What follows belongs to an exercise in optimizing a design on an open flow for small area, a short achievable clock period and few clock cycles per item; a production flow would make more cautious choices. At most, simulation tests tie the RTL to the original design; equivalence was not proved. Power and IR drop assume default switching activity.

// huffman
module huffman(clk, reset, gray_data, gray_valid, CNT_valid, CNT1, CNT2, CNT3, CNT4, CNT5, CNT6,
    code_valid, HC1, HC2, HC3, HC4, HC5, HC6, M1, M2, M3, M4, M5, M6);
input clk;
input reset;
input gray_valid;
input [7:0] gray_data;
output reg CNT_valid;
output [7:0] CNT1, CNT2, CNT3, CNT4, CNT5, CNT6;
output reg code_valid;
output [7:0] HC1, HC2, HC3, HC4, HC5, HC6;
output [7:0] M1, M2, M3, M4, M5, M6;
reg idle, counting, build;    
reg [5:0] sel;
reg [6:0] w[0:5];
reg [2:0] pos[0:5];
reg [4:0] hc[0:5];
reg [4:0] m[0:5];
reg par;         
reg merged;      
reg chk;         
reg comb;        
reg [3:1] pend;  
reg [2:0] ncomb;
integer i;
function lt7(input [6:0] x, input [6:0] z);
	reg [6:0] l, e;
	reg l65, e65, l43, e43, l21, e21, l6to3, e6to3, l2to0;
	begin
		l = ~x & z;
		e = ~(x ^ z);
		l65 = l[6] | (e[6] & l[5]);
		e65 = e[6] & e[5];
		l43 = l[4] | (e[4] & l[3]);
		e43 = e[4] & e[3];
		l21 = l[2] | (e[2] & l[1]);
		e21 = e[2] & e[1];
		l6to3 = l65 | (e65 & l43);
		e6to3 = e65 & e43;
		l2to0 = l21 | (e21 & l[0]);
		lt7 = l6to3 | (e6to3 & l2to0);
	end
endfunction
function [6:0] add7(input [6:0] x, input [6:0] z);
	reg [6:0] g, p, c;
	reg g10, g32, p32, g54, p54;
	begin
		g = x & z;
		p = x ^ z;
		g10 = g[1] | (p[1] & g[0]);
		g32 = g[3] | (p[3] & g[2]);
		p32 = p[3] & p[2];
		g54 = g[5] | (p[5] & g[4]);
		p54 = p[5] & p[4];
		c[0] = 1'b0;
		c[1] = g[0];
		c[2] = g10;
  ...
For scale: about 1,000 cells after synthesis, ~140 flip-flops, about 160 I/O pins, ~0.0083 mm^2 of cells after synthesis.
==> flow/config.mk <==
export PLATFORM = sky130hd
export DESIGN_NAME = huffman
export DESIGN_NICKNAME = huffman
export VERILOG_FILES = /design/flow/design.v
export SDC_FILE = /design/flow/constraint.sdc
export NUM_CORES = 4
export LEC_CHECK = 0
export CAP_MARGIN = 20
export CORE_MARGIN = 2
export CORE_UTILIZATION = 55
export CTS_BUF_LIST = sky130_fd_sc_hd__clkbuf_8
export CTS_CLUSTER_SIZE = 30
export SETUP_SLACK_MARGIN = 3.9
export SLEW_MARGIN = 20
export TNS_END_PERCENT = 5
==> flow/constraint.sdc <==
create_clock -name core_clock -period 6.0 [get_ports {clk}]
set_input_delay 1.2000 -clock core_clock [delete_from_list [all_inputs] [get_ports {clk}]]
set_output_delay 1.2000 -clock core_clock [all_outputs]
set_load 0.01 [all_outputs]
standard.sh (not shown) runs the stock make flow with config.mk's settings and CLKGATE_MAP_FILE= SYNTH_SCRIPT=/design/flow/synth_recipe.tcl, a recipe that flattens the netlist after the stock synthesis.
==> flow/flow/run.sh <==
#!/bin/bash
# Standard layout, with plain buffers (instead of the delay buffers buffer_ports picks by
# default) on the input and output ports.
set -euo pipefail
export BUFFER_PORTS_ARGS="-buffer_cell sky130_fd_sc_hd__buf_2"
bash standard.sh > standard_flow.log 2>&1
Rerun with:
- CTS_BUF_LIST: sky130_fd_sc_hd__clkbuf_8 -> sky130_fd_sc_hd__clkbuf_4 sky130_fd_sc_hd__clkbuf_8
- SETUP_SLACK_MARGIN: 3.9 -> 3.7
- TNS_END_PERCENT: 5 -> 10
Result: Setup slack gets worse by 0.067 ns; power went down by 7.4%; via count decreases by 1.7%.
Rerun with:
==> flow/flow/run.sh (replaced) <==
#!/bin/bash
# Standard layout, with two changes: plain buffers (instead of the delay buffers
# buffer_ports picks by default) on the input and output ports, and one tie
# cell per constant value shared by all constant outputs (instead of one per port).
set -euo pipefail
export BUFFER_PORTS_ARGS="-buffer_cell sky130_fd_sc_hd__buf_2"
export SKIP_REPAIR_TIE_FANOUT=1
bash standard.sh > standard_flow.log 2>&1
- CTS_BUF_LIST: sky130_fd_sc_hd__clkbuf_4 sky130_fd_sc_hd__clkbuf_8 -> sky130_fd_sc_hd__clkbuf_8
Outcome: Routed wire length came out higher by 2.7%; die area does not change; setup slack got worse by 0.069 ns; sequential share of layout area rose by 0.65 points; synthesized cell count stays the same; power rose by about 2.3%; design area fell by 2.5%; non-clock buffer count goes down by 3; via count stays flat; count of clock-buffer cells in the layout came out lower by 3.
Rerun with:
==> flow/flow/run.sh (replaced) <==
#!/bin/bash
# Standard layout, with plain buffers (instead of the delay buffers buffer_ports picks by
# default) on the input and output ports.
set -euo pipefail
export BUFFER_PORTS_ARGS="-buffer_cell sky130_fd_sc_hd__buf_2"
bash standard.sh > standard_flow.log 2>&1
- SETUP_SLACK_MARGIN: 3.7 -> 3.5
Result: Fmax shrinks by 1.4%; critical path depth came out lower by 2; power goes down by 4.4%; sequential share of layout area rises by 0.32 points; clock skew falls by 0.0034 ns; wire length went down by 4.8%; combinational power falls by 11%; clock power climbs by 6.3%; design area falls by 1.5%.
Function was not checked in any run of this note: the RTL went through the layout flow alone.

---

Another version of the RTL of huffman (not shown whole).
For scale: about 1,000 cells after synthesis, about 140 flip-flops, about 160 I/O pins, about 8400 µm² of cells after synthesis.
==> flow/config.mk <==
export PLATFORM = sky130hd
export DESIGN_NAME = huffman
export DESIGN_NICKNAME = huffman
export VERILOG_FILES = /design/flow/design.v
export SDC_FILE = /design/flow/constraint.sdc
export NUM_CORES = 4
export LEC_CHECK = 0
export CAP_MARGIN = 20
export CORE_MARGIN = 2
export CORE_UTILIZATION = 40
export SETUP_SLACK_MARGIN = 3.7
export SLEW_MARGIN = 20
export TNS_END_PERCENT = 10
==> flow/constraint.sdc <==
create_clock -name core_clock -period 6.0 [get_ports {clk}]
set_input_delay 1.2000 -clock core_clock [delete_from_list [all_inputs] [get_ports {clk}]]
set_output_delay 1.2000 -clock core_clock [all_outputs]
set_load 0.01 [all_outputs]
==> flow/flow/run.sh <==
#!/bin/bash
# Standard layout, with plain buffers (instead of the delay buffers buffer_ports picks by
# default) on the input and output ports.
set -euo pipefail
export BUFFER_PORTS_ARGS="-buffer_cell sky130_fd_sc_hd__buf_2"
bash standard.sh > standard_flow.log 2>&1
The starting point ran to the end with no violations.
Testbench counts at the start, summed over its fixed seeds: cycles 22,806, frames 192.
Rerun with:
- CORE_UTILIZATION: 40 -> 55
- CTS_BUF_LIST: not set -> sky130_fd_sc_hd__clkbuf_8
- CTS_CLUSTER_SIZE: not set -> 30
Result: Worst setup slack improves by 0.051 ns. Area after synthesis does not change. Routed wire length shrinks by 4.8%.

---

Setup of build 66:
Another version of the RTL of huffman (not shown whole).
Size in the first run: roughly 950 cells after synthesis, ~0.0078 mm2 of cells after synthesis.
export LEC_CHECK = 0
export ABC_CLOCK_PERIOD_IN_PS = 2400
export CAP_MARGIN = 20
export CORE_MARGIN = 2
export CORE_UTILIZATION = 55
export CTS_BUF_LIST = sky130_fd_sc_hd__clkbuf_8
export CTS_CLUSTER_SIZE = 30
export SETUP_SLACK_MARGIN = 3.7
export SLEW_MARGIN = 20
export TNS_END_PERCENT = 10
create_clock -name core_clock -period 6.0 [get_ports {clk}]
==> flow/flow/run.sh <==
#!/bin/bash
# Standard layout, with two changes: plain buffers (instead of the delay buffers
# buffer_ports picks by default) on the input and output ports, and one tie
# cell per constant value shared by all constant outputs (instead of one per port).
set -euo pipefail
export BUFFER_PORTS_ARGS="-buffer_cell sky130_fd_sc_hd__buf_1"
export SKIP_REPAIR_TIE_FANOUT=1
bash standard.sh > standard_flow.log 2>&1
Both conditions hold for build 66: the flow ran to the end and the final layout passed the timing, DRC and antenna checks.
Testbench counts of build 66, summed over its fixed seeds: cycles 23,029, frames 192.
Here is what was changed in the inputs of build 78 compared with build 66.
- CTS_BUF_LIST changed from sky130_fd_sc_hd__clkbuf_8 to sky130_fd_sc_hd__clkbuf_4
- CORE_UTILIZATION changed from 55 to 65
- ABC_CLOCK_PERIOD_IN_PS removed (was 2400)
==> run notes <==
- Build 78 went all the way through synthesis, placement and routing and the layout is clean on timing, DRC and antenna.
- Going from build 66 to build 78, clock skew moved up, total power consumption of the routed design moved down.
- Largest driver fanout on the critical path in build 78 is 6 above build 66.
- Of build 78 and build 66, the lower core area belongs to build 78.
- From build 66 to build 78 the numbers moved as follows: worst setup slack now smaller, routability-driven placement congestion ratio rose by about 6%.
Setup changes, build 78 to build 87
- CTS_BUF_LIST changed from sky130_fd_sc_hd__clkbuf_4 to sky130_fd_sc_hd__clkbuf_8
- CORE_UTILIZATION changed from 65 to 55
-- flow/flow/run.sh --
<<< build 78, line 5
set -euo pipefail
export BUFFER_PORTS_ARGS="-buffer_cell sky130_fd_sc_hd__buf_1"
export SKIP_REPAIR_TIE_FANOUT=1
>>> build 87, line 5
set -euo pipefail
export BUFFER_PORTS_ARGS="-buffer_cell sky130_fd_sc_hd__buf_2"
export SKIP_REPAIR_TIE_FANOUT=1
Results
Diff build 78 -> build 87: global routing met2 resource utilization decreased by 7.7 points relative to the old numbers, required arrival time at the worst endpoint decreased by 0.09 ns relative to the old numbers.
Between build 78 and build 87, the worst slack on hold paths does not differ in any meaningful way.
Edits applied to the flow inputs when going from build 87 to build 3:
- an added ABC_AREA of 1
-- flow/flow/run.sh --
<<< build 87, line 5
set -euo pipefail
export BUFFER_PORTS_ARGS="-buffer_cell sky130_fd_sc_hd__buf_2"
export SKIP_REPAIR_TIE_FANOUT=1
>>> build 3, line 5
set -euo pipefail
export BUFFER_PORTS_ARGS="-buffer_cell sky130_fd_sc_hd__buf_1"
export SKIP_REPAIR_TIE_FANOUT=1
==> run notes <==
- Having completed the whole flow, build 87 delivered a layout that passed the timing, DRC and antenna checks.
- Build 3 completed; timing, DRC and antenna clean
- Diff build 87 -> build 3: setup slack went up by 0.032 ns; sequential share of layout area went up by 0.63 points.
- Compared with build 87, fmax in build 3 increased slightly.
Inputs modified between build 3 and build 74:
- TNS_END_PERCENT changed from 10 to 25
- ABC_AREA removed (was 1)
==> comparison <==
Build 74 vs. build 3: average routed wire per standard cell went up by about 23%. [compare] base=build 3 new=build 74: final instance area increased 300 um2; wire length of the first global-routing pass increased 110 um; switching power increased 3.7%. Delta (build 74 minus build 3): sequential power level, via count fell about 5.4%, floorplan row count down about 2.3%. Of the two values seen for dominant combinational cell family by area after synthesis, simple AND/OR/NAND/NOR gates was produced by build 3 and compound AO/OA/AOI/OAI gates by build 74. Build 74 vs build 3: synthesis-to-finish area growth up. Clock skew across build 3 and build 74: no real change.

[port drivers added, routing unchanged]
No port has a modelled driver above. Below, the same layouts with a new extraction and two added sets of constraints.
Step 1: set_driving_cell puts a clkbuf_16 on clk and a buf_2 on each other input, an assumption about the parent block.
Step 2 also shifts input and output timing later by t, the mid clock arrival at the registers, as if the neighbouring blocks saw the same clock.
a / b / c = no drivers / after step 1 / after step 2; a / b = the first two.
run | t, ns | setup slack, ns | worst register clock-pin slew, ns
the first run of note 1 | 0.493 | 3.623 / 3.594 / 3.623 | 0.09 / 0.09
the second run of note 1 | 0.494 | 3.556 / 3.542 / 3.556 | 0.09 / 0.09
the third run of note 1 | 0.493 | 3.487 / 3.487 / 3.487 | 0.09 / 0.09
the fourth run of note 1 | 0.495 | 3.452 / 3.452 / 3.452 | 0.08 / 0.08
the first run of note 2 | 0.462 | 3.558 / 3.526 / 3.558 | 0.06 / 0.06
the second run of note 2 | 0.477 | 3.608 / 3.579 / 3.608 | 0.08 / 0.08
build 66 | 0.488 | 3.640 / 3.602 / 3.662 | 0.08 / 0.08
build 78 | 0.577 | 3.553 / 3.553 / 3.553 | 0.12 / 0.12
build 87 | 0.490 | 3.624 / 3.614 / 3.624 | 0.08 / 0.08
build 3 | 0.496 | 3.656 / 3.616 / 3.738 | 0.09 / 0.09
build 74 | 0.493 | 3.633 / 3.595 / 3.668 | 0.08 / 0.08
After both steps setup and hold are still met in every run listed.
